What follows belongs to an exercise in optimizing a design on an open flow for small area, a short achievable clock period and few clock cycles per item; a production flow would make more cautious choices. Function was not checked in any run shown here: the RTL went through the layout flow alone.

==> flow/design.v, too long to show whole: its modules and the start of the top module <==
// module iterative_karatsuba_32_16: 4180 lines
module iterative_karatsuba_32_16(clk, rst, enable, A, B, C, done);
  // ...
==> flow/flow/run.sh <==
#!/bin/bash
# The standard layout with two changes:
#  - synthesis skips Yosys's early "abc -fast" (SYNTH_ARGS=-noabc), so the
#    multiplier's full adders reach extract_fa as written and no inverters
#    land between the adder cells;
#  - every port still gets its buffer, but a plain buf_2 rather than the
#    delay cell buffer_ports picks by default.
set -euo pipefail
export BUFFER_PORTS_ARGS="-buffer_cell sky130_fd_sc_hd__buf_2"
bash standard.sh SYNTH_ARGS=-noabc synth > synth.log 2>&1
bash standard.sh > layout.log 2>&1
==> flow/standard.sh <==
#!/bin/bash
# synth_recipe.tcl (not shown) runs the flow's synth.tcl, then flattens the netlist and writes it again
# the make line also repeats each setting of config.mk as NAME=value (left out here)
make -C /OpenROAD-flow-scripts/flow DESIGN_CONFIG=/design/flow/config.mk WORK_HOME=/design/flow/orfs CLKGATE_MAP_FILE= SYNTH_SCRIPT=/design/flow/synth_recipe.tcl "${@:-finish}"
==> flow/config.mk <==
export PLATFORM = sky130hd
export DESIGN_NAME = iterative_karatsuba_32_16
export DESIGN_NICKNAME = iterative_karatsuba_32_16
export VERILOG_FILES = /design/flow/design.v
export SDC_FILE = /design/flow/constraint.sdc
export NUM_CORES = 4
export LEC_CHECK = 0
export CAP_MARGIN = 50
export CORE_MARGIN = 2
export CORE_UTILIZATION = 40
export SLEW_MARGIN = 70
==> flow/constraint.sdc <==
create_clock -name core_clock -period 42.0 [get_ports {clk}]
set_input_delay 8.4000 -clock core_clock [delete_from_list [all_inputs] [get_ports {clk}]]
set_output_delay 8.4000 -clock core_clock [all_outputs]
set_load 0.01 [all_outputs]
==> results.yml, run 1 <==
clocking:
  cts.path.max_buffers: 2
  cts_resized: 0
  cts_sinks: 65
  ctsRootBufferMaster: "clkbuf_16"
  cts_hold_buf: 0
  clk_pin_slew_ps: 60
yosys:
  ys_seq_area_share_pct: 5.18
  synth_compound_area_share_pct: 19.8
  synth_fp_nets: 3266
  ys.flop_type: "dfxtp_1"
  synth-simple-area-share_pct: 4.95
  yosys-top-cells-area: "fa_1 (38%), xnor2_1 (18%), a22oi_1 (14%)"
cells_and_area:
  design.seq.count: 65
  final_common_cell: "xnor2_1"
  final_util_pct: 44.3
  n_all_inverters: 88
  top_regs: "P_q (64), held (1)"
  clkbuf_count: 9
  largest_reg_flops: 64
  multiInputGateArea_sq_um: 22700
  clockNetworkAreaShare_pct: 1.04
  final_cell_mix: "xnor2_1 (514), fa_1 (473), a22oi_1 (467), nand2_1 (178), ha_1 (126)"
grt:
  grt_busiest_layer: "met2"
  grt_pass1_vias: 22900
  met1_usage_pct: 36.7
  antenna_found_initial: 0
setup_path:
  end_kind: "output pin"
  cpLargestDelayFamily: "adder cells"
timing:
  final-hold-violation-count: 0
  hold_ws_ps: 455
place:
  place_ws_ps: 17520
  place_hpwl_um: 61800
  place_congestion: 0.903
  dp.cells: 3342
routing:
  drt_wl_total_um: 92800
  wire_per_inst_um: 27.6
outcome:
  status: "no timing/DRC/antenna violations"
==> inputs of run 2 (changes only) <==
--- a/flow/design.v
+++ b/flow/design.v
@@ -2080,18 +2080,18 @@
     wire pp_2022;
     wire pg2023;
     wire pp_2024;
     wire pg2025;
     wire pp_2026;
     wire pg2027;
     wire pp_2028;
     assign bx1_0 = B[0] ^ 1'b0;
-    assign bx2_0 = (B[1] & ~B[0] & ~1'b0) | (~B[1] & B[0] & 1'b0);
-    assign bng_0 = B[1] & ~(B[0] & 1'b0);
+    assign bx2_0 = (B[1] ^ B[0]) & ~(B[0] ^ 1'b0);
+    assign bng_0 = B[1];
     assign pp1 = ((A[0] & bx1_0) | (1'b0 & bx2_0)) ^ bng_0;
     assign pp2 = ((A[1] & bx1_0) | (A[0] & bx2_0)) ^ bng_0;
     assign pp3 = ((A[2] & bx1_0) | (A[1] & bx2_0)) ^ bng_0;
     assign pp4 = ((A[3] & bx1_0) | (A[2] & bx2_0)) ^ bng_0;
     assign pp5 = ((A[4] & bx1_0) | (A[3] & bx2_0)) ^ bng_0;
     assign pp6 = ((A[5] & bx1_0) | (A[4] & bx2_0)) ^ bng_0;
     assign pp7 = ((A[6] & bx1_0) | (A[5] & bx2_0)) ^ bng_0;
     assign pp8 = ((A[7] & bx1_0) | (A[6] & bx2_0)) ^ bng_0;
@@ -2118,18 +2118,18 @@
     assign pp29 = ((A[28] & bx1_0) | (A[27] & bx2_0)) ^ bng_0;
     assign pp30 = ((A[29] & bx1_0) | (A[28] & bx2_0)) ^ bng_0;
     assign pp31 = ((A[30] & bx1_0) | (A[29] & bx2_0)) ^ bng_0;
     assign pp32 = ((A[31] & bx1_0) | (A[30] & bx2_0)) ^ bng_0;
     assign pp33 = ((1'b0 & bx1_0) | (A[31] & bx2_0)) ^ bng_0;
     assign pn34 = bng_0;
     assign ps35 = ~bng_0;
     assign bx1_1 = B[2] ^ B[1];
-    assign bx2_1 = (B[3] & ~B[2] & ~B[1]) | (~B[3] & B[2] & B[1]);
-    assign bng_1 = B[3] & ~(B[2] & B[1]);
+    assign bx2_1 = (B[3] ^ B[2]) & ~(B[2] ^ B[1]);
+    assign bng_1 = B[3];
     assign pp36 = ((A[0] & bx1_1) | (1'b0 & bx2_1)) ^ bng_1;
     assign pp37 = ((A[1] & bx1_1) | (A[0] & bx2_1)) ^ bng_1;
     assign pp38 = ((A[2] & bx1_1) | (A[1] & bx2_1)) ^ bng_1;
     assign pp39 = ((A[3] & bx1_1) | (A[2] & bx2_1)) ^ bng_1;
     assign pp40 = ((A[4] & bx1_1) | (A[3] & bx2_1)) ^ bng_1;
     assign pp41 = ((A[5] & bx1_1) | (A[4] & bx2_1)) ^ bng_1;
     assign pp42 = ((A[6] & bx1_1) | (A[5] & bx2_1)) ^ bng_1;
     assign pp43 = ((A[7] & bx1_1) | (A[6] & bx2_1)) ^ bng_1;
@@ -2156,18 +2156,18 @@
     assign pp64 = ((A[28] & bx1_1) | (A[27] & bx2_1)) ^ bng_1;
     assign pp65 = ((A[29] & bx1_1) | (A[28] & bx2_1)) ^ bng_1;
     assign pp66 = ((A[30] & bx1_1) | (A[29] & bx2_1)) ^ bng_1;
     assign pp67 = ((A[31] & bx1_1) | (A[30] & bx2_1)) ^ bng_1;
     assign pp68 = ((1'b0 & bx1_1) | (A[31] & bx2_1)) ^ bng_1;
     assign pn69 = bng_1;
     assign ps70 = ~bng_1;
     assign bx1_2 = B[4] ^ B[3];
-    assign bx2_2 = (B[5] & ~B[4] & ~B[3]) | (~B[5] & B[4] & B[3]);
-    assign bng_2 = B[5] & ~(B[4] & B[3]);
+    assign bx2_2 = (B[5] ^ B[4]) & ~(B[4] ^ B[3]);
+    assign bng_2 = B[5];
     assign pp71 = ((A[0] & bx1_2) | (1'b0 & bx2_2)) ^ bng_2;
     assign pp72 = ((A[1] & bx1_2) | (A[0] & bx2_2)) ^ bng_2;
     assign pp73 = ((A[2] & bx1_2) | (A[1] & bx2_2)) ^ bng_2;
     assign pp74 = ((A[3] & bx1_2) | (A[2] & bx2_2)) ^ bng_2;
     assign pp75 = ((A[4] & bx1_2) | (A[3] & bx2_2)) ^ bng_2;
     assign pp76 = ((A[5] & bx1_2) | (A[4] & bx2_2)) ^ bng_2;
     assign pp77 = ((A[6] & bx1_2) | (A[5] & bx2_2)) ^ bng_2;
     assign pp78 = ((A[7] & bx1_2) | (A[6] & bx2_2)) ^ bng_2;
@@ -2194,18 +2194,18 @@
     assign pp99 = ((A[28] & bx1_2) | (A[27] & bx2_2)) ^ bng_2;
     assign pp100 = ((A[29] & bx1_2) | (A[28] & bx2_2)) ^ bng_2;
     assign pp101 = ((A[30] & bx1_2) | (A[29] & bx2_2)) ^ bng_2;
     assign pp102 = ((A[31] & bx1_2) | (A[30] & bx2_2)) ^ bng_2;
     assign pp103 = ((1'b0 & bx1_2) | (A[31] & bx2_2)) ^ bng_2;
     assign pn104 = bng_2;
     assign ps105 = ~bng_2;
     assign bx1_3 = B[6] ^ B[5];
-    assign bx2_3 = (B[7] & ~B[6] & ~B[5]) | (~B[7] & B[6] & B[5]);
-    assign bng_3 = B[7] & ~(B[6] & B[5]);
+    assign bx2_3 = (B[7] ^ B[6]) & ~(B[6] ^ B[5]);
+    assign bng_3 = B[7];
     assign pp106 = ((A[0] & bx1_3) | (1'b0 & bx2_3)) ^ bng_3;
     assign pp107 = ((A[1] & bx1_3) | (A[0] & bx2_3)) ^ bng_3;
     assign pp108 = ((A[2] & bx1_3) | (A[1] & bx2_3)) ^ bng_3;
     assign pp109 = ((A[3] & bx1_3) | (A[2] & bx2_3)) ^ bng_3;
     assign pp110 = ((A[4] & bx1_3) | (A[3] & bx2_3)) ^ bng_3;
     assign pp111 = ((A[5] & bx1_3) | (A[4] & bx2_3)) ^ bng_3;
     assign pp112 = ((A[6] & bx1_3) | (A[5] & bx2_3)) ^ bng_3;
     assign pp113 = ((A[7] & bx1_3) | (A[6] & bx2_3)) ^ bng_3;
@@ -2232,18 +2232,18 @@
     assign pp134 = ((A[28] & bx1_3) | (A[27] & bx2_3)) ^ bng_3;
     assign pp135 = ((A[29] & bx1_3) | (A[28] & bx2_3)) ^ bng_3;
     assign pp136 = ((A[30] & bx1_3) | (A[29] & bx2_3)) ^ bng_3;
     assign pp137 = ((A[31] & bx1_3) | (A[30] & bx2_3)) ^ bng_3;
     assign pp138 = ((1'b0 & bx1_3) | (A[31] & bx2_3)) ^ bng_3;
     assign pn139 = bng_3;
     assign ps140 = ~bng_3;
     assign bx1_4 = B[8] ^ B[7];
-    assign bx2_4 = (B[9] & ~B[8] & ~B[7]) | (~B[9] & B[8] & B[7]);
-    assign bng_4 = B[9] & ~(B[8] & B[7]);
+    assign bx2_4 = (B[9] ^ B[8]) & ~(B[8] ^ B[7]);
+    assign bng_4 = B[9];
     assign pp141 = ((A[0] & bx1_4) | (1'b0 & bx2_4)) ^ bng_4;
     assign pp142 = ((A[1] & bx1_4) | (A[0] & bx2_4)) ^ bng_4;
     assign pp143 = ((A[2] & bx1_4) | (A[1] & bx2_4)) ^ bng_4;
     assign pp144 = ((A[3] & bx1_4) | (A[2] & bx2_4)) ^ bng_4;
     assign pp145 = ((A[4] & bx1_4) | (A[3] & bx2_4)) ^ bng_4;
     assign pp146 = ((A[5] & bx1_4) | (A[4] & bx2_4)) ^ bng_4;
     assign pp147 = ((A[6] & bx1_4) | (A[5] & bx2_4)) ^ bng_4;
     assign pp148 = ((A[7] & bx1_4) | (A[6] & bx2_4)) ^ bng_4;
@@ -2270,18 +2270,18 @@
     assign pp169 = ((A[28] & bx1_4) | (A[27] & bx2_4)) ^ bng_4;
     assign pp170 = ((A[29] & bx1_4) | (A[28] & bx2_4)) ^ bng_4;
     assign pp171 = ((A[30] & bx1_4) | (A[29] & bx2_4)) ^ bng_4;
     assign pp172 = ((A[31] & bx1_4) | (A[30] & bx2_4)) ^ bng_4;
     assign pp173 = ((1'b0 & bx1_4) | (A[31] & bx2_4)) ^ bng_4;
     assign pn174 = bng_4;
     assign ps175 = ~bng_4;
     assign bx1_5 = B[10] ^ B[9];
-    assign bx2_5 = (B[11] & ~B[10] & ~B[9]) | (~B[11] & B[10] & B[9]);
-    assign bng_5 = B[11] & ~(B[10] & B[9]);
+    assign bx2_5 = (B[11] ^ B[10]) & ~(B[10] ^ B[9]);
+    assign bng_5 = B[11];
     assign pp176 = ((A[0] & bx1_5) | (1'b0 & bx2_5)) ^ bng_5;
     assign pp177 = ((A[1] & bx1_5) | (A[0] & bx2_5)) ^ bng_5;
     assign pp178 = ((A[2] & bx1_5) | (A[1] & bx2_5)) ^ bng_5;
     assign pp179 = ((A[3] & bx1_5) | (A[2] & bx2_5)) ^ bng_5;
     assign pp180 = ((A[4] & bx1_5) | (A[3] & bx2_5)) ^ bng_5;
     assign pp181 = ((A[5] & bx1_5) | (A[4] & bx2_5)) ^ bng_5;
     assign pp182 = ((A[6] & bx1_5) | (A[5] & bx2_5)) ^ bng_5;
     assign pp183 = ((A[7] & bx1_5) | (A[6] & bx2_5)) ^ bng_5;
@@ -2308,18 +2308,18 @@
     assign pp204 = ((A[28] & bx1_5) | (A[27] & bx2_5)) ^ bng_5;
     assign pp205 = ((A[29] & bx1_5) | (A[28] & bx2_5)) ^ bng_5;
     assign pp206 = ((A[30] & bx1_5) | (A[29] & bx2_5)) ^ bng_5;
     assign pp207 = ((A[31] & bx1_5) | (A[30] & bx2_5)) ^ bng_5;
     assign pp208 = ((1'b0 & bx1_5) | (A[31] & bx2_5)) ^ bng_5;
     assign pn209 = bng_5;
     assign ps210 = ~bng_5;
     assign bx1_6 = B[12] ^ B[11];
-    assign bx2_6 = (B[13] & ~B[12] & ~B[11]) | (~B[13] & B[12] & B[11]);
-    assign bng_6 = B[13] & ~(B[12] & B[11]);
+    assign bx2_6 = (B[13] ^ B[12]) & ~(B[12] ^ B[11]);
+    assign bng_6 = B[13];
     assign pp211 = ((A[0] & bx1_6) | (1'b0 & bx2_6)) ^ bng_6;
     assign pp212 = ((A[1] & bx1_6) | (A[0] & bx2_6)) ^ bng_6;
     assign pp213 = ((A[2] & bx1_6) | (A[1] & bx2_6)) ^ bng_6;
     assign pp214 = ((A[3] & bx1_6) | (A[2] & bx2_6)) ^ bng_6;
     assign pp215 = ((A[4] & bx1_6) | (A[3] & bx2_6)) ^ bng_6;
     assign pp216 = ((A[5] & bx1_6) | (A[4] & bx2_6)) ^ bng_6;
     assign pp217 = ((A[6] & bx1_6) | (A[5] & bx2_6)) ^ bng_6;
     assign pp218 = ((A[7] & bx1_6) | (A[6] & bx2_6)) ^ bng_6;
@@ -2346,18 +2346,18 @@
     assign pp239 = ((A[28] & bx1_6) | (A[27] & bx2_6)) ^ bng_6;
     assign pp240 = ((A[29] & bx1_6) | (A[28] & bx2_6)) ^ bng_6;
     assign pp241 = ((A[30] & bx1_6) | (A[29] & bx2_6)) ^ bng_6;
     assign pp242 = ((A[31] & bx1_6) | (A[30] & bx2_6)) ^ bng_6;
     assign pp243 = ((1'b0 & bx1_6) | (A[31] & bx2_6)) ^ bng_6;
     assign pn244 = bng_6;
     assign ps245 = ~bng_6;
     assign bx1_7 = B[14] ^ B[13];
-    assign bx2_7 = (B[15] & ~B[14] & ~B[13]) | (~B[15] & B[14] & B[13]);
-    assign bng_7 = B[15] & ~(B[14] & B[13]);
+    assign bx2_7 = (B[15] ^ B[14]) & ~(B[14] ^ B[13]);
+    assign bng_7 = B[15];
     assign pp246 = ((A[0] & bx1_7) | (1'b0 & bx2_7)) ^ bng_7;
     assign pp247 = ((A[1] & bx1_7) | (A[0] & bx2_7)) ^ bng_7;
     assign pp248 = ((A[2] & bx1_7) | (A[1] & bx2_7)) ^ bng_7;
     assign pp249 = ((A[3] & bx1_7) | (A[2] & bx2_7)) ^ bng_7;
     assign pp250 = ((A[4] & bx1_7) | (A[3] & bx2_7)) ^ bng_7;
     assign pp251 = ((A[5] & bx1_7) | (A[4] & bx2_7)) ^ bng_7;
     assign pp252 = ((A[6] & bx1_7) | (A[5] & bx2_7)) ^ bng_7;
     assign pp253 = ((A[7] & bx1_7) | (A[6] & bx2_7)) ^ bng_7;
@@ -2384,18 +2384,18 @@
     assign pp274 = ((A[28] & bx1_7) | (A[27] & bx2_7)) ^ bng_7;
     assign pp275 = ((A[29] & bx1_7) | (A[28] & bx2_7)) ^ bng_7;
     assign pp276 = ((A[30] & bx1_7) | (A[29] & bx2_7)) ^ bng_7;
     assign pp277 = ((A[31] & bx1_7) | (A[30] & bx2_7)) ^ bng_7;
     assign pp278 = ((1'b0 & bx1_7) | (A[31] & bx2_7)) ^ bng_7;
     assign pn279 = bng_7;
     assign ps280 = ~bng_7;
     assign bx1_8 = B[16] ^ B[15];
-    assign bx2_8 = (B[17] & ~B[16] & ~B[15]) | (~B[17] & B[16] & B[15]);
-    assign bng_8 = B[17] & ~(B[16] & B[15]);
+    assign bx2_8 = (B[17] ^ B[16]) & ~(B[16] ^ B[15]);
+    assign bng_8 = B[17];
     assign pp281 = ((A[0] & bx1_8) | (1'b0 & bx2_8)) ^ bng_8;
     assign pp282 = ((A[1] & bx1_8) | (A[0] & bx2_8)) ^ bng_8;
     assign pp283 = ((A[2] & bx1_8) | (A[1] & bx2_8)) ^ bng_8;
     assign pp284 = ((A[3] & bx1_8) | (A[2] & bx2_8)) ^ bng_8;
     assign pp285 = ((A[4] & bx1_8) | (A[3] & bx2_8)) ^ bng_8;
     assign pp286 = ((A[5] & bx1_8) | (A[4] & bx2_8)) ^ bng_8;
     assign pp287 = ((A[6] & bx1_8) | (A[5] & bx2_8)) ^ bng_8;
     assign pp288 = ((A[7] & bx1_8) | (A[6] & bx2_8)) ^ bng_8;
@@ -2422,18 +2422,18 @@
     assign pp309 = ((A[28] & bx1_8) | (A[27] & bx2_8)) ^ bng_8;
     assign pp310 = ((A[29] & bx1_8) | (A[28] & bx2_8)) ^ bng_8;
     assign pp311 = ((A[30] & bx1_8) | (A[29] & bx2_8)) ^ bng_8;
     assign pp312 = ((A[31] & bx1_8) | (A[30] & bx2_8)) ^ bng_8;
     assign pp313 = ((1'b0 & bx1_8) | (A[31] & bx2_8)) ^ bng_8;
     assign pn314 = bng_8;
     assign ps315 = ~bng_8;
     assign bx1_9 = B[18] ^ B[17];
-    assign bx2_9 = (B[19] & ~B[18] & ~B[17]) | (~B[19] & B[18] & B[17]);
-    assign bng_9 = B[19] & ~(B[18] & B[17]);
+    assign bx2_9 = (B[19] ^ B[18]) & ~(B[18] ^ B[17]);
+    assign bng_9 = B[19];
     assign pp316 = ((A[0] & bx1_9) | (1'b0 & bx2_9)) ^ bng_9;
     assign pp317 = ((A[1] & bx1_9) | (A[0] & bx2_9)) ^ bng_9;
     assign pp318 = ((A[2] & bx1_9) | (A[1] & bx2_9)) ^ bng_9;
     assign pp319 = ((A[3] & bx1_9) | (A[2] & bx2_9)) ^ bng_9;
     assign pp320 = ((A[4] & bx1_9) | (A[3] & bx2_9)) ^ bng_9;
     assign pp321 = ((A[5] & bx1_9) | (A[4] & bx2_9)) ^ bng_9;
     assign pp322 = ((A[6] & bx1_9) | (A[5] & bx2_9)) ^ bng_9;
     assign pp323 = ((A[7] & bx1_9) | (A[6] & bx2_9)) ^ bng_9;
@@ -2460,18 +2460,18 @@
     assign pp344 = ((A[28] & bx1_9) | (A[27] & bx2_9)) ^ bng_9;
     assign pp345 = ((A[29] & bx1_9) | (A[28] & bx2_9)) ^ bng_9;
     assign pp346 = ((A[30] & bx1_9) | (A[29] & bx2_9)) ^ bng_9;
     assign pp347 = ((A[31] & bx1_9) | (A[30] & bx2_9)) ^ bng_9;
     assign pp348 = ((1'b0 & bx1_9) | (A[31] & bx2_9)) ^ bng_9;
     assign pn349 = bng_9;
     assign ps350 = ~bng_9;
     assign bx1_10 = B[20] ^ B[19];
-    assign bx2_10 = (B[21] & ~B[20] & ~B[19]) | (~B[21] & B[20] & B[19]);
-    assign bng_10 = B[21] & ~(B[20] & B[19]);
+    assign bx2_10 = (B[21] ^ B[20]) & ~(B[20] ^ B[19]);
+    assign bng_10 = B[21];
     assign pp351 = ((A[0] & bx1_10) | (1'b0 & bx2_10)) ^ bng_10;
     assign pp352 = ((A[1] & bx1_10) | (A[0] & bx2_10)) ^ bng_10;
     assign pp353 = ((A[2] & bx1_10) | (A[1] & bx2_10)) ^ bng_10;
     assign pp354 = ((A[3] & bx1_10) | (A[2] & bx2_10)) ^ bng_10;
     assign pp355 = ((A[4] & bx1_10) | (A[3] & bx2_10)) ^ bng_10;
     assign pp356 = ((A[5] & bx1_10) | (A[4] & bx2_10)) ^ bng_10;
     assign pp357 = ((A[6] & bx1_10) | (A[5] & bx2_10)) ^ bng_10;
     assign pp358 = ((A[7] & bx1_10) | (A[6] & bx2_10)) ^ bng_10;
@@ -2498,18 +2498,18 @@
     assign pp379 = ((A[28] & bx1_10) | (A[27] & bx2_10)) ^ bng_10;
     assign pp380 = ((A[29] & bx1_10) | (A[28] & bx2_10)) ^ bng_10;
     assign pp381 = ((A[30] & bx1_10) | (A[29] & bx2_10)) ^ bng_10;
     assign pp382 = ((A[31] & bx1_10) | (A[30] & bx2_10)) ^ bng_10;
     assign pp383 = ((1'b0 & bx1_10) | (A[31] & bx2_10)) ^ bng_10;
     assign pn384 = bng_10;
     assign ps385 = ~bng_10;
     assign bx1_11 = B[22] ^ B[21];
-    assign bx2_11 = (B[23] & ~B[22] & ~B[21]) | (~B[23] & B[22] & B[21]);
-    assign bng_11 = B[23] & ~(B[22] & B[21]);
+    assign bx2_11 = (B[23] ^ B[22]) & ~(B[22] ^ B[21]);
+    assign bng_11 = B[23];
     assign pp386 = ((A[0] & bx1_11) | (1'b0 & bx2_11)) ^ bng_11;
     assign pp387 = ((A[1] & bx1_11) | (A[0] & bx2_11)) ^ bng_11;
     assign pp388 = ((A[2] & bx1_11) | (A[1] & bx2_11)) ^ bng_11;
     assign pp389 = ((A[3] & bx1_11) | (A[2] & bx2_11)) ^ bng_11;
     assign pp390 = ((A[4] & bx1_11) | (A[3] & bx2_11)) ^ bng_11;
     assign pp391 = ((A[5] & bx1_11) | (A[4] & bx2_11)) ^ bng_11;
     assign pp392 = ((A[6] & bx1_11) | (A[5] & bx2_11)) ^ bng_11;
     assign pp393 = ((A[7] & bx1_11) | (A[6] & bx2_11)) ^ bng_11;
@@ -2536,18 +2536,18 @@
     assign pp414 = ((A[28] & bx1_11) | (A[27] & bx2_11)) ^ bng_11;
     assign pp415 = ((A[29] & bx1_11) | (A[28] & bx2_11)) ^ bng_11;
     assign pp416 = ((A[30] & bx1_11) | (A[29] & bx2_11)) ^ bng_11;
     assign pp417 = ((A[31] & bx1_11) | (A[30] & bx2_11)) ^ bng_11;
     assign pp418 = ((1'b0 & bx1_11) | (A[31] & bx2_11)) ^ bng_11;
     assign pn419 = bng_11;
     assign ps420 = ~bng_11;
     assign bx1_12 = B[24] ^ B[23];
-    assign bx2_12 = (B[25] & ~B[24] & ~B[23]) | (~B[25] & B[24] & B[23]);
-    assign bng_12 = B[25] & ~(B[24] & B[23]);
+    assign bx2_12 = (B[25] ^ B[24]) & ~(B[24] ^ B[23]);
+    assign bng_12 = B[25];
     assign pp421 = ((A[0] & bx1_12) | (1'b0 & bx2_12)) ^ bng_12;
     assign pp422 = ((A[1] & bx1_12) | (A[0] & bx2_12)) ^ bng_12;
     assign pp423 = ((A[2] & bx1_12) | (A[1] & bx2_12)) ^ bng_12;
     assign pp424 = ((A[3] & bx1_12) | (A[2] & bx2_12)) ^ bng_12;
     assign pp425 = ((A[4] & bx1_12) | (A[3] & bx2_12)) ^ bng_12;
     assign pp426 = ((A[5] & bx1_12) | (A[4] & bx2_12)) ^ bng_12;
     assign pp427 = ((A[6] & bx1_12) | (A[5] & bx2_12)) ^ bng_12;
     assign pp428 = ((A[7] & bx1_12) | (A[6] & bx2_12)) ^ bng_12;
@@ -2574,18 +2574,18 @@
     assign pp449 = ((A[28] & bx1_12) | (A[27] & bx2_12)) ^ bng_12;
     assign pp450 = ((A[29] & bx1_12) | (A[28] & bx2_12)) ^ bng_12;
     assign pp451 = ((A[30] & bx1_12) | (A[29] & bx2_12)) ^ bng_12;
     assign pp452 = ((A[31] & bx1_12) | (A[30] & bx2_12)) ^ bng_12;
     assign pp453 = ((1'b0 & bx1_12) | (A[31] & bx2_12)) ^ bng_12;
     assign pn454 = bng_12;
     assign ps455 = ~bng_12;
     assign bx1_13 = B[26] ^ B[25];
-    assign bx2_13 = (B[27] & ~B[26] & ~B[25]) | (~B[27] & B[26] & B[25]);
-    assign bng_13 = B[27] & ~(B[26] & B[25]);
+    assign bx2_13 = (B[27] ^ B[26]) & ~(B[26] ^ B[25]);
+    assign bng_13 = B[27];
     assign pp456 = ((A[0] & bx1_13) | (1'b0 & bx2_13)) ^ bng_13;
     assign pp457 = ((A[1] & bx1_13) | (A[0] & bx2_13)) ^ bng_13;
     assign pp458 = ((A[2] & bx1_13) | (A[1] & bx2_13)) ^ bng_13;
     assign pp459 = ((A[3] & bx1_13) | (A[2] & bx2_13)) ^ bng_13;
     assign pp460 = ((A[4] & bx1_13) | (A[3] & bx2_13)) ^ bng_13;
     assign pp461 = ((A[5] & bx1_13) | (A[4] & bx2_13)) ^ bng_13;
     assign pp462 = ((A[6] & bx1_13) | (A[5] & bx2_13)) ^ bng_13;
     assign pp463 = ((A[7] & bx1_13) | (A[6] & bx2_13)) ^ bng_13;
@@ -2612,18 +2612,18 @@
     assign pp484 = ((A[28] & bx1_13) | (A[27] & bx2_13)) ^ bng_13;
     assign pp485 = ((A[29] & bx1_13) | (A[28] & bx2_13)) ^ bng_13;
     assign pp486 = ((A[30] & bx1_13) | (A[29] & bx2_13)) ^ bng_13;
     assign pp487 = ((A[31] & bx1_13) | (A[30] & bx2_13)) ^ bng_13;
     assign pp488 = ((1'b0 & bx1_13) | (A[31] & bx2_13)) ^ bng_13;
     assign pn489 = bng_13;
     assign ps490 = ~bng_13;
     assign bx1_14 = B[28] ^ B[27];
-    assign bx2_14 = (B[29] & ~B[28] & ~B[27]) | (~B[29] & B[28] & B[27]);
-    assign bng_14 = B[29] & ~(B[28] & B[27]);
+    assign bx2_14 = (B[29] ^ B[28]) & ~(B[28] ^ B[27]);
+    assign bng_14 = B[29];
     assign pp491 = ((A[0] & bx1_14) | (1'b0 & bx2_14)) ^ bng_14;
     assign pp492 = ((A[1] & bx1_14) | (A[0] & bx2_14)) ^ bng_14;
     assign pp493 = ((A[2] & bx1_14) | (A[1] & bx2_14)) ^ bng_14;
     assign pp494 = ((A[3] & bx1_14) | (A[2] & bx2_14)) ^ bng_14;
     assign pp495 = ((A[4] & bx1_14) | (A[3] & bx2_14)) ^ bng_14;
     assign pp496 = ((A[5] & bx1_14) | (A[4] & bx2_14)) ^ bng_14;
     assign pp497 = ((A[6] & bx1_14) | (A[5] & bx2_14)) ^ bng_14;
     assign pp498 = ((A[7] & bx1_14) | (A[6] & bx2_14)) ^ bng_14;
@@ -2650,18 +2650,18 @@
     assign pp519 = ((A[28] & bx1_14) | (A[27] & bx2_14)) ^ bng_14;
     assign pp520 = ((A[29] & bx1_14) | (A[28] & bx2_14)) ^ bng_14;
     assign pp521 = ((A[30] & bx1_14) | (A[29] & bx2_14)) ^ bng_14;
     assign pp522 = ((A[31] & bx1_14) | (A[30] & bx2_14)) ^ bng_14;
     assign pp523 = ((1'b0 & bx1_14) | (A[31] & bx2_14)) ^ bng_14;
     assign pn524 = bng_14;
     assign ps525 = ~bng_14;
     assign bx1_15 = B[30] ^ B[29];
-    assign bx2_15 = (B[31] & ~B[30] & ~B[29]) | (~B[31] & B[30] & B[29]);
-    assign bng_15 = B[31] & ~(B[30] & B[29]);
+    assign bx2_15 = (B[31] ^ B[30]) & ~(B[30] ^ B[29]);
+    assign bng_15 = B[31];
     assign pp526 = ((A[0] & bx1_15) | (1'b0 & bx2_15)) ^ bng_15;
     assign pp527 = ((A[1] & bx1_15) | (A[0] & bx2_15)) ^ bng_15;
     assign pp528 = ((A[2] & bx1_15) | (A[1] & bx2_15)) ^ bng_15;
     assign pp529 = ((A[3] & bx1_15) | (A[2] & bx2_15)) ^ bng_15;
     assign pp530 = ((A[4] & bx1_15) | (A[3] & bx2_15)) ^ bng_15;
     assign pp531 = ((A[5] & bx1_15) | (A[4] & bx2_15)) ^ bng_15;
     assign pp532 = ((A[6] & bx1_15) | (A[5] & bx2_15)) ^ bng_15;
     assign pp533 = ((A[7] & bx1_15) | (A[6] & bx2_15)) ^ bng_15;
==> flow/flow/run.sh (replaced) <==
#!/bin/bash
# The standard layout with two changes:
#  - synthesis skips Yosys's early "abc -fast" (SYNTH_ARGS=-noabc), so the
#    multiplier's full adders reach extract_fa as written and no inverters
#    land between the adder cells;
#  - every port still gets its buffer, but a plain buf_2 rather than the
#    delay cell buffer_ports picks by default.
set -euo pipefail
export BUFFER_PORTS_ARGS="-buffer_cell sky130_fd_sc_hd__buf_2"
export SETUP_SLACK_MARGIN=18
bash standard.sh SYNTH_ARGS=-noabc synth > synth.log 2>&1
bash standard.sh > layout.log 2>&1
==> flow/config.mk (replaced) <==
export PLATFORM = sky130hd
export DESIGN_NAME = iterative_karatsuba_32_16
export DESIGN_NICKNAME = iterative_karatsuba_32_16
export VERILOG_FILES = /design/flow/design.v
export SDC_FILE = /design/flow/constraint.sdc
export NUM_CORES = 4
export LEC_CHECK = 0
export ABC_AREA = 1
export CAP_MARGIN = 20
export CORE_MARGIN = 2
export CORE_UTILIZATION = 40
export SLEW_MARGIN = 20
==> results.yml, run 2 <==
cells_and_area:
  final_common_cell: "xor2_1"
  top_regs: "P_q (64), held (1)"
  final_cell_mix: "xor2_1 (517), o22ai_1 (496), fa_1 (473), nand2_1 (411), inv_1 (233)"
  final_util_pct: 43.2
  largest_reg_flops: 64
  nets: 3607
  regMostFlops: "P_q"
  area_growth_pct: 6.76
  drive_above_1_share_pct: 11.2
outcome:
  status: "no timing/DRC/antenna violations"
yosys:
  ys.warnings.count: 1
  synth-edff-count: 0
  synth-simple-area-share_pct: 10.8
  yosys-top-cells-area: "fa_1 (37%), xor2_1 (18%), o22ai_1 (12%)"
  synth_top_family_by_area: "adder cells"
  synth_top_area_share_pct: 37.0
  synth_fp_nets: 3656
  synth_seq_cells: 65
  synth_compound_area_share_pct: 15.4
  synth_xor_area_share_pct: 17.9
  synthArstFlopShare_pct: 0
  synth.distinct_cells: 39
  avgSynthCellArea_sq_um: 8.54
  synthAdderAreaFrac_pct: 42.8
  ys_seq_area_share_pct: 5.08
  synth_most_common_cell: "xor2_1"
  synthTopCellsByCount: "xor2_1 (517), o22ai_1 (496), fa_1 (473)"
  synth.area.mux_share_pct: 0
  syn-instance-count: 2998
  ys.flop_type: "dfxtp_1"
  netlist_area_sq_um: 25600
  synth_top_cell_by_area: "fa_1"
timing:
  fin_worst_skew_ps: 10.5
  slew_headroom_pct: 38.3
  setup_violations: 0
  post-route-period-util_pct: 56.6
  drv_slew: 0
  tns_ps: 0
  worst_pin_slew_ps: 924
  clock.fmax_mhz: 42.0
  period_needed_ps: 23780
  final-hold-violation-count: 0
  hold_ws_ps: 446
  setup_ws_ps: 18220
  rsz0062_at_grt: "no"
clocking:
  cts_made_buffers: 9
  clk_latency_ps: 390
  cts_sinks: 65
  clk_pin_slew_ps: 60
  cts_hold_buf: 0
  cts.path.max_buffers: 2
  cts_tree: "done"
  ctsRootBufferMaster: "clkbuf_16"
  h-tree-depth: 3
grt:
  grt_pass1_wl_um: 143000
  grt_pass1_vias: 23200
  grt_max_degree: 45
  grt_overflow_total: 0
  grt_usage_pct: 28.4
  antenna_found_initial: 0
floorplanning:
  initial_core_util_pct: 40.5
  fp.dieArea_sq_um: 66000
  row_count: 92
  fp.dieW_um: 257
  io_pins: 132
  core-area_sq_um: 63200
  die_h_um: 257
setup_path:
  reg2reg_depth: 4
  crit_fanout: 36
  timing.critical_path.depth: 24
  cpLargestDelayFamily: "adder cells"
  end_kind: "output pin"
  start_kind: "input port"
  path_buf_inv: 5
  critPathMostFrequentCell: "fa_1"
  cp_slowest_stage_delay_ps: 560
  slowest_stage: "fa_1"
  timing_worst_setup_path_type: "in -> out"
  arrival_ps: 15380
  crit_chain: "buf_2 > buf_12 > nor2_1 > inv_1 > nand2_1 > buf_6 > o22ai_1 > xor2_1 > fa_1 > fa_1 > fa_1 > fa_1 > fa_1 > fa_1 > ha_1 > a21o_1 > nor2_1 > nand2_1 > a21oi_4 > nand2_8 > fa_1 > xnor2_1 > o21ai_0 > buf_2"
  crit_required_ps: 33600
place:
  port_buffers: 131
  place_ws_ps: 17600
  place_hpwl_um: 63100
  place_congestion: 0.915
flow_run:
  drv_cap: 0
hold_path:
  min_path_type: "reg -> reg"
  min_path_cells: 2
routing:
  drc: 0
  ant_nets: 0
  wire_per_inst_um: 24.7
  drtPass1Iterations: 6
  vias: 22700
  drt_wl_total_um: 94000
  viasPerCell: 5.97
  drtIter0Drc: 2481
-- run 2: cell count changes after synthesis, moves of 71 or more --
cell	previous run	this run
a22oi_1	467	0
xnor2_1	518	5
nand3_1	10	81
nand2_1	179	415
inv_1	74	235
xor2_1	44	517
o22ai_1	11	496
clkbuf_1	282	189
-- run 2: through the flow --
stage	std cells	cell area (sq um)
CTS	3790	27100
finish	3801	27300
global route	3800	27300
floorplan	2998	25600
global placement	3773	26800
detailed placement	3773	26800
-- run 2: layer usage --
metal,global-route usage [%],routed length (um),vias to the layer above
met5,0,0,-
met4,15.0,5480,0
met3,6.31,9830,320
met2,44.4,42100,1437
met1,36.8,36600,11100
li1,-,-,9821
-- run 2: kinds of logic after synthesis --
| family | after synthesis |
|---|---|
| xor gates and xnor gates | 522 |
| buffers and inverters | 524 |
| and+or+nand+nor | 653 |
| DFF | 65 |
| AOI/OAI and AO/OA | 643 |
| adders and majority gates | 591 |
-- run 2: worst register-to-register path, stage by stage (launching register included) --
cell and delay, ps:
dfxtp_4 470, inv_2 490, buf_4 430, nand3_1 160, nand2_1 210
-- run 2: worst paths after layout --
path	startpoint	end	slack (ps)
worst max-delay path	B[9]	C[33]	18220
worst min-delay path	P_q[7]	P_q[7]	450
worst max register to register	held	P_q[39]	40140
worst min register to register	P_q[7]	P_q[7]	450
-- run 2: what timing repair did --
action | in CTS | in global routing
endpoints found under the setup margin | 11 | 31
gates cloned | 0 | 2
gates resized for setup | 6 | 24
pin swaps | 1 | 2
setup buffers | 1 | 8
-- run 2: layout make-up --
| cell class | instances | area, sq um |
|---|---|---|
| fillers | 6331 | 35900 |
| multi-input cells | 2409 | 22300 |
| repair buffers | 218 | 1390 |
| flip-flops and latches | 65 | 1310 |
| well taps | 846 | 1060 |
| inverters | 244 | 923 |
| clock buffers | 10 | 239 |
| clock inverters | 6 | 43.8 |
| repair inverters | 2 | 10.0 |
| diodes | 1 | 2.50 |

==> afterwards: timing with drivers on the ports <==
No port has a modelled driver above. Below, the same layouts with a new extraction and two added sets of constraints.
Step 1 sets driving cells, clkbuf_16 on the clock port and buf_2 on the other inputs (assumed; they add their load-dependent delay and slew).
Step 2 moves the port delays by t, midway between the first and last clock arrival at a register: inputs arrive t later, outputs are due t later. That takes back most of the time a late clock gives input paths.
Slacks: ideal / step 1 / step 2; pairs: ideal / step 1.
| run | shift t [ns] | setup WS [ns] | worst setup path at the end | latest minus earliest clock arrival (ns) | worst data-port slew with drivers (ns) |
|---|---|---|---|---|---|
| run 1 | 0.448 | 17.577 / 17.547 / 17.547 | input to output | 0.015 / 0.016 | 0.06 |
| run 2 | 0.434 | 18.217 / 18.198 / 18.198 | input to output | 0.013 / 0.013 | 0.04 |
After both steps every run listed still meets setup and hold. The setup slack of run 1, which loses most, moves by -0.030 ns with the drivers and by -0.030 ns with both steps.
